From an optimization exercise on the open Yosys and OpenROAD flow, aimed at small area and a short achievable clock period; shortcuts taken in it are not production practice.
Function was checked by simulation only, so behaviour that the tests miss may differ from the original.
Power is estimated from default activity; no workload was simulated.

## branch yarrow
## RV32I
module RV32I(output [31:0] Result, output [31:0] Result2, input clk, rst, input test, input [7:0] test_addr,
             output zero, overload,
             input [31:0] instr, output [31:0] pc);
==> flow/config.mk <==
export PLATFORM = sky130hd
export DESIGN_NAME = RV32I
export DESIGN_NICKNAME = RV32I
export VERILOG_FILES = /design/flow/design.v
export SDC_FILE = /design/flow/constraint.sdc
export NUM_CORES = 8
export LEC_CHECK = 0
export CAP_MARGIN = 20
export CORE_MARGIN = 2
export CORE_UTILIZATION = 40
export CTS_CLUSTER_DIAMETER = 80
export CTS_CLUSTER_SIZE = 20
export SLEW_MARGIN = 20
export SYNTH_HIERARCHICAL = 1
==> flow/constraint.sdc <==
create_clock -name core_clock -period 22.0 [get_ports {clk}]
set_input_delay 4.4000 -clock core_clock [delete_from_list [all_inputs] [get_ports {clk}]]
set_output_delay 4.4000 -clock core_clock [all_outputs]
set_load 0.01 [all_outputs]
standard.sh (not shown) runs the stock make flow with config.mk's settings and CLKGATE_MAP_FILE= SYNTH_SCRIPT=/design/flow/synth_recipe.tcl, a recipe that flattens the netlist after the stock synthesis.
==> flow/flow/run.sh <==
#!/bin/bash
# Own layout flow: the standard layout (standard.sh, standard synthesis) with
#  - timing repair aiming at 10 ns of setup slack instead of 0, on the worst path only
#    (the clock period and the constraints are unchanged; this only makes
#    repair_timing work harder),
#  - buffers from synthesis removed at floorplan (instead of a first timing repair),
#  - buf_4 port buffers and cell resizing across footprints,
#  - a clock tree without dummy loads.
# Each tool's full output stays in orfs/logs (per step); make's own output goes to make.log.
set -euo pipefail
bash standard.sh \
  SETUP_SLACK_MARGIN=10 TNS_END_PERCENT=0 REMOVE_ABC_BUFFERS=1 \
  MATCH_CELL_FOOTPRINT=0 \
  "BUFFER_PORTS_ARGS=-buffer_cell sky130_fd_sc_hd__buf_4" \
  "CTS_ARGS=-sink_clustering_enable -repair_clock_nets -dont_use_dummy_load -sink_clustering_size 20 -sink_clustering_max_diameter 80" \
  finish > make.log 2>&1
[inputs] branch sierra vs branch yarrow
- CTS_CLUSTER_SIZE: 20 -> 16
- CTS_BUF_LIST: unset -> sky130_fd_sc_hd__clkbuf_8
- CTS_CLUSTER_DIAMETER: 80 -> 60
--- a/flow/flow/run.sh
+++ b/flow/flow/run.sh
@@ -7,3 +7,3 @@
 #  - buf_4 port buffers and cell resizing across footprints,
-#  - a clock tree without dummy loads.
+#  - a clock tree of clkbuf_8 cells without dummy loads.
 # Each tool's full output stays in orfs/logs (per step); make's own output goes to make.log.
@@ -14,3 +14,3 @@
   "BUFFER_PORTS_ARGS=-buffer_cell sky130_fd_sc_hd__buf_4" \
-  "CTS_ARGS=-sink_clustering_enable -repair_clock_nets -dont_use_dummy_load -sink_clustering_size 20 -sink_clustering_max_diameter 80" \
+  "CTS_ARGS=-sink_clustering_enable -repair_clock_nets -dont_use_dummy_load -sink_clustering_size 16 -sink_clustering_max_diameter 60 -buf_list sky130_fd_sc_hd__clkbuf_8" \
   finish > make.log 2>&1
Results
- All of branch sierra and branch yarrow finish clean.
- Going from branch yarrow to branch sierra, minimum clock period grows by 0.065 ns.
- Reported for branch sierra and branch yarrow, synthesized instance count turned out identical to the last digit.
- branch yarrow → branch sierra: sequential fraction of total cell area increased 0.38 points; met3 usage increased 0.33 points; switching power as a share of total power increased 1.3 points.
- branch sierra: total power about 5.4% below branch yarrow
- Setup slack in branch sierra is smaller than in branch yarrow.

========
RV32I, a different RTL version from the one above (not shown whole).
Size in the first run: roughly 8700 cells after synthesis, about 130000 um2 of cells after synthesis.
clock: 22.0 ns
lec_check: 0
cap_margin: 20
core_margin: 2
core_utilization: 40
cts_cluster_diameter: 80
cts_cluster_size: 20
slew_margin: 20
synth_hierarchical: 1
==> flow/flow/run.sh <==
#!/bin/bash
# Own layout flow: the standard layout (standard.sh, standard synthesis) with
#  - timing repair aiming at 10 ns of setup slack instead of 0, on the worst path only
#    (the clock period and the constraints are unchanged; this only makes
#    repair_timing work harder),
#  - buf_4 port buffers and cell resizing across footprints,
#  - a clock tree without dummy loads.
# Each tool's full output stays in orfs/logs (per step); make's own output goes to make.log.
set -euo pipefail
bash standard.sh \
  SETUP_SLACK_MARGIN=10 TNS_END_PERCENT=0 \
  MATCH_CELL_FOOTPRINT=0 \
  "BUFFER_PORTS_ARGS=-buffer_cell sky130_fd_sc_hd__buf_4" \
  "CTS_ARGS=-sink_clustering_enable -repair_clock_nets -dont_use_dummy_load -sink_clustering_size 20 -sink_clustering_max_diameter 80" \
  finish > make.log 2>&1
Change:
--- a/flow/flow/run.sh
+++ b/flow/flow/run.sh
@@ -6,0 +7,2 @@
+#  - all ports placed on the left edge of the die (flow/io.tcl), so that the input to
+#    output logic sits near its pins,
@@ -13,0 +16 @@
+  "IO_CONSTRAINTS=$(pwd)/flow/io.tcl" \
==> flow/flow/io.tcl (new file) <==
# all ports on the left edge of the die
set_io_pin_constraint -region left:* -pin_names [concat [all_inputs] [all_outputs]]
Effect: Sequential power stays flat. Die area is unchanged. Cell count went up by 0.72%. Synthesized cell count is unchanged. Hold slack stays flat. Wire length went up by 4.2%. Synthesized area does not change. Clock power hardly moves. Register-to-register slack is worse by 0.21 ns. Core utilization went up by 0.72 points.
Change:
--- a/flow/flow/run.sh
+++ b/flow/flow/run.sh
@@ -7,2 +6,0 @@
-#  - all ports placed on the left edge of the die (flow/io.tcl), so that the input to
-#    output logic sits near its pins,
@@ -16 +13,0 @@
-  "IO_CONSTRAINTS=$(pwd)/flow/io.tcl" \
CORE_UTILIZATION = 50   (was 40)
removed: flow/flow/io.tcl
The changed run completed with no timing, DRC or antenna violations. Final cell count drops by 7.0%. Total power barely changes. Wire length drops by 1.9%. Sequential share of layout area climbs by 0.73 points.
Change:
CORE_UTILIZATION = 40   (was 50)
PLACE_DENSITY = 0.7   (was not set)
Result: Die area came out higher by 25%; design area came out higher by 0.46%; combinational power barely changes; worst setup slack loses 0.13 ns; global-route usage came out lower by 8.9 points; routed wire length came out lower by 3.9%; sequential cell count does not change.
Change:
--- a/flow/flow/run.sh
+++ b/flow/flow/run.sh
@@ -6,0 +7,2 @@
+#  - synthesis mapping for a smaller assumed load (smaller cells; timing repair sizes up
+#    the critical ones),
@@ -11 +13 @@
-  SETUP_SLACK_MARGIN=10 TNS_END_PERCENT=0 \
+  SETUP_SLACK_MARGIN=10 TNS_END_PERCENT=0 ABC_LOAD_IN_FF=1 \
PLACE_DENSITY = not set   (was 0.7)
After rerunning: Non-clock buffer count goes up by 25. Global-route usage rose by 1.3 points. Power rises by about 0.4%. Wire length grows by 3.5%. Core utilization barely changes. Cell count fell by about 0.8%.

========
Another version of the RTL of RV32I (not shown whole).
Size: ~140 I/O pins.
Settings: LEC_CHECK=0, CAP_MARGIN=20, CORE_MARGIN=2, CORE_UTILIZATION=40, CTS_BUF_LIST=sky130_fd_sc_hd__clkbuf_8, CTS_CLUSTER_DIAMETER=60, CTS_CLUSTER_SIZE=16, SLEW_MARGIN=20, SYNTH_HIERARCHICAL=1; clock period 22.0 ns.
==> flow/flow/run.sh <==
#!/bin/bash
# Own layout flow: the standard layout (standard.sh, standard synthesis) with
#  - timing repair aiming at 10 ns of setup slack instead of 0, on the worst path only
#    (the clock period and the constraints are unchanged; this only makes
#    repair_timing work harder),
#  - buffers from synthesis removed at floorplan (instead of a first timing repair),
#  - buf_4 port buffers and cell resizing across footprints,
#  - a clock tree of clkbuf_8 cells without dummy loads.
# Each tool's full output stays in orfs/logs (per step); make's own output goes to make.log.
set -euo pipefail
bash standard.sh \
  SETUP_SLACK_MARGIN=10 TNS_END_PERCENT=0 REMOVE_ABC_BUFFERS=1 \
  MATCH_CELL_FOOTPRINT=0 \
  "BUFFER_PORTS_ARGS=-buffer_cell sky130_fd_sc_hd__buf_4" \
  "CTS_ARGS=-sink_clustering_enable -repair_clock_nets -dont_use_dummy_load -sink_clustering_size 16 -sink_clustering_max_diameter 60 -buf_list sky130_fd_sc_hd__clkbuf_8" \
  finish > make.log 2>&1
The starting point finished clean.
Next try:
--- a/flow/flow/run.sh
+++ b/flow/flow/run.sh
@@ -6 +5,0 @@
-#  - buffers from synthesis removed at floorplan (instead of a first timing repair),
@@ -12 +11 @@
-  SETUP_SLACK_MARGIN=10 TNS_END_PERCENT=0 REMOVE_ABC_BUFFERS=1 \
+  SETUP_SLACK_MARGIN=10 TNS_END_PERCENT=0 \
The new run ran to the end with no violations. Synthesized area stays the same. Cell area stays flat. Total power went down by 0.32%. Setup slack gets worse by 8.8 ps. Clock power hardly moves.

========
## the reference run
Another version of the RTL of RV32I (not shown whole).
Size: roughly 9000 cells after synthesis, roughly 140 I/O pins, ~0.14 mm² of cells after synthesis.
Settings: LEC_CHECK=0, CAP_MARGIN=20, CORE_MARGIN=2, CORE_UTILIZATION=40, CTS_CLUSTER_DIAMETER=100, CTS_CLUSTER_SIZE=25, SLEW_MARGIN=20, SYNTH_HIERARCHICAL=1; clock period 22.0 ns.
==> flow/flow/run.sh <==
#!/bin/bash
# Own layout flow: the standard layout (standard.sh, standard synthesis) with
#  - timing repair aiming at 10 ns of setup slack instead of 0, on the worst path only (the clock period and
#    the constraints are unchanged; this only makes repair_timing work harder),
#  - buf_4 port buffers and cell resizing across footprints,
#  - a clock tree without dummy loads.
# Each tool's full output stays in orfs/logs (per step); make's own output goes to make.log.
set -euo pipefail
bash standard.sh \
  SETUP_SLACK_MARGIN=10 TNS_END_PERCENT=0 \
  MATCH_CELL_FOOTPRINT=0 \
  "BUFFER_PORTS_ARGS=-buffer_cell sky130_fd_sc_hd__buf_4" \
  "CTS_ARGS=-sink_clustering_enable -repair_clock_nets -dont_use_dummy_load -sink_clustering_size 25 -sink_clustering_max_diameter 100" \
  finish > make.log 2>&1
Modified inputs, the trial run compared to the reference run
Settings: CORE_UTILIZATION: 40 -> 70.
--- outcome ---
- Slack of the critical path (higher): the reference run
- The final reports for the trial run and the reference run show worst hold slack lower in the former.
- The trial run can be clocked slower than the reference run.
- The trial run against the reference run: growth of design area from synthesis to finish dropped 3.0 points, relative contribution of the clock network to total power dropped 0.7 points, combinational share of power dropped 0.2 points, sequential share of layout area climbed 1.6 points, final clock period utilization by the worst path climbed 0.88 points.

========
RV32I with an RTL version that a note above also has.
For scale: ~8700 cells after synthesis, ~130000 um^2 of cells after synthesis.
## RV32I
module RV32I(output [31:0] Result, output [31:0] Result2, input clk, rst, input test, input [7:0] test_addr,
             output zero, overload,
             input [31:0] instr, output [31:0] pc);
    wire [6:0] op = instr[6:0];
    wire [2:0] f3 = instr[14:12];
    wire f30 = instr[30];
    wire f25 = instr[25];
    wire [4:0] rd  = instr[11:7];
    wire [4:0] ra1 = instr[19:15];
    wire [4:0] ra2 = instr[24:20];
    wire isL   = ~rst & (op == 7'h03);
    wire isI   = ~rst & (op == 7'h13);
    wire isAUI = ~rst & (op == 7'h17);
    wire isS   = ~rst & (op == 7'h23);
    wire isR   = ~rst & (op == 7'h33);
    wire isLUI = ~rst & (op == 7'h37);
    wire isB   = ~rst & (op == 7'h63);
    wire isJR  = ~rst & (op == 7'h67);
    wire isJ   = ~rst & (op == 7'h6f);
    wire wb_alu = isR | isI | isAUI | isLUI;           
    wire wb_pc4 = ~(wb_alu | isL);                     
    wire reg_wr = wb_alu | isL | isJ | isJR;
    reg  [31:0] PC;
    reg  [31:0] hold2;
    assign pc = PC;
    wire [31:0] pc4 = PC + 32'd4;
  ...
Settings: LEC_CHECK=0, CAP_MARGIN=20, CORE_MARGIN=2, CORE_UTILIZATION=40, CTS_BUF_LIST=sky130_fd_sc_hd__clkbuf_8, CTS_CLUSTER_DIAMETER=60, CTS_CLUSTER_SIZE=16, SLEW_MARGIN=20, SYNTH_HIERARCHICAL=1; clock period 22.0 ns.
==> flow/flow/run.sh <==
#!/bin/bash
# Own layout flow: the standard layout (standard.sh, standard synthesis) with
#  - timing repair aiming at 10 ns of setup slack instead of 0, on the worst path only
#    (the clock period and the constraints are unchanged; this only makes
#    repair_timing work harder),
#  - buf_4 port buffers and cell resizing across footprints,
#  - a clock tree of clkbuf_8 cells without dummy loads.
# Each tool's full output stays in orfs/logs (per step); make's own output goes to make.log.
set -euo pipefail
bash standard.sh \
  SETUP_SLACK_MARGIN=10 TNS_END_PERCENT=0 \
  MATCH_CELL_FOOTPRINT=0 \
  "BUFFER_PORTS_ARGS=-buffer_cell sky130_fd_sc_hd__buf_4" \
  "CTS_ARGS=-sink_clustering_enable -repair_clock_nets -dont_use_dummy_load -sink_clustering_size 16 -sink_clustering_max_diameter 60 -buf_list sky130_fd_sc_hd__clkbuf_8" \
  finish > make.log 2>&1
Next try:
--- a/flow/flow/run.sh
+++ b/flow/flow/run.sh
@@ -4,5 +4,5 @@
 #    (the clock period and the constraints are unchanged; this only makes
 #    repair_timing work harder),
-#  - buf_4 port buffers and cell resizing across footprints,
+#  - buf_2 port buffers and cell resizing across footprints,
 #  - a clock tree of clkbuf_8 cells without dummy loads.
 # Each tool's full output stays in orfs/logs (per step); make's own output goes to make.log.
@@ -11,5 +11,5 @@
   SETUP_SLACK_MARGIN=10 TNS_END_PERCENT=0 \
   MATCH_CELL_FOOTPRINT=0 \
-  "BUFFER_PORTS_ARGS=-buffer_cell sky130_fd_sc_hd__buf_4" \
+  "BUFFER_PORTS_ARGS=-buffer_cell sky130_fd_sc_hd__buf_2" \
   "CTS_ARGS=-sink_clustering_enable -repair_clock_nets -dont_use_dummy_load -sink_clustering_size 16 -sink_clustering_max_diameter 60 -buf_list sky130_fd_sc_hd__clkbuf_8" \
   finish > make.log 2>&1
Effect:
- total power is about the same
- core utilization went up by 0.29 points
- worst hold slack is about the same
- final cell count went up by 0.34%
- setup slack is about the same
- cell area is higher by about 0.6%
- area after synthesis stays the same
- die area is unchanged
- non-clock buffer count grows by 30
- wire length stays flat
Next try:
==> flow/flow/run.sh (replaced) <==
#!/bin/bash
# Own layout flow: the standard layout (standard.sh, standard synthesis) with
#  - timing repair aiming at 10 ns of setup slack instead of 0, on the worst path only
#    (the clock period and the constraints are unchanged; this only makes
#    repair_timing work harder),
#  - buffers from synthesis removed at floorplan (instead of a first timing repair),
#  - buf_4 port buffers and cell resizing across footprints,
#  - a clock tree of clkbuf_8 cells without dummy loads.
# Each tool's full output stays in orfs/logs (per step); make's own output goes to make.log.
set -euo pipefail
bash standard.sh \
  SETUP_SLACK_MARGIN=10 TNS_END_PERCENT=0 REMOVE_ABC_BUFFERS=1 \
  MATCH_CELL_FOOTPRINT=0 \
  "BUFFER_PORTS_ARGS=-buffer_cell sky130_fd_sc_hd__buf_4" \
  "CTS_ARGS=-sink_clustering_enable -repair_clock_nets -dont_use_dummy_load -sink_clustering_size 16 -sink_clustering_max_diameter 60 -buf_list sky130_fd_sc_hd__clkbuf_8" \
  finish > make.log 2>&1
Result: Maximum frequency went up by 0.55%; clock power hardly moves; wire length is about the same; final area stays flat; via count went up by 0.86%; combinational power hardly moves; total power went down by 0.47%.

[what the ideal ports hide]
In the flow no input, the clock included, has a driving cell. The finished layouts below were timed again as built, in two steps. Step 1 (the two cells are an assumption about what drives the block):
set clk [get_ports {clk}]
set_driving_cell -lib_cell sky130_fd_sc_hd__clkbuf_16 $clk
set_driving_cell -lib_cell sky130_fd_sc_hd__buf_2 [delete_from_list [all_inputs] $clk]
Step 2 also shifts input and output timing later by t, the mid clock arrival at the registers, as if the neighbouring blocks saw the same clock. Three values: ideal ports, drivers, drivers and shift; two values: the first two.
| run | shift t [ns] | setup slack, ns | clock arrival spread, ns |
|---|---|---|---|
| branch yarrow | 0.999 | 7.072 / 6.951 / 6.951 | 0.139 / 0.139 |
| branch sierra | 1.207 | 7.007 / 6.908 / 6.908 | 0.155 / 0.156 |
| the first run of note 2 | 0.999 | 7.024 / 6.893 / 6.893 | 0.114 / 0.114 |
| the second run of note 2 | 0.974 | 6.940 / 6.821 / 6.821 | 0.154 / 0.154 |
| the third run of note 2 | 0.960 | 7.020 / 6.902 / 6.902 | 0.133 / 0.134 |
| the fourth run of note 2 | 0.976 | 6.894 / 6.734 / 6.734 | 0.120 / 0.120 |
| the fifth run of note 2 | 0.977 | 6.937 / 6.868 / 6.868 | 0.171 / 0.171 |
| the first run of note 3 | 1.183 | 6.883 / 6.769 / 6.769 | 0.162 / 0.162 |
| the second run of note 3 | 1.205 | 6.874 / 6.754 / 6.754 | 0.175 / 0.176 |
| the reference run | 0.942 | 6.885 / 6.797 / 6.797 | 0.147 / 0.148 |
| the trial run | 0.912 | 6.693 / 6.537 / 6.537 | 0.149 / 0.148 |
| the first run of note 5 | 1.161 | 6.971 / 6.872 / 6.872 | 0.180 / 0.179 |
| the second run of note 5 | 1.151 | 6.970 / 6.827 / 6.827 | 0.184 / 0.183 |
| the third run of note 5 | 1.139 | 7.052 / 6.903 / 6.903 | 0.152 / 0.153 |
After both steps setup and hold are still met in every run listed. For the fourth run of note 2, which loses most, drivers alone change the setup slack by -0.160 ns; drivers and shift together by -0.160 ns.
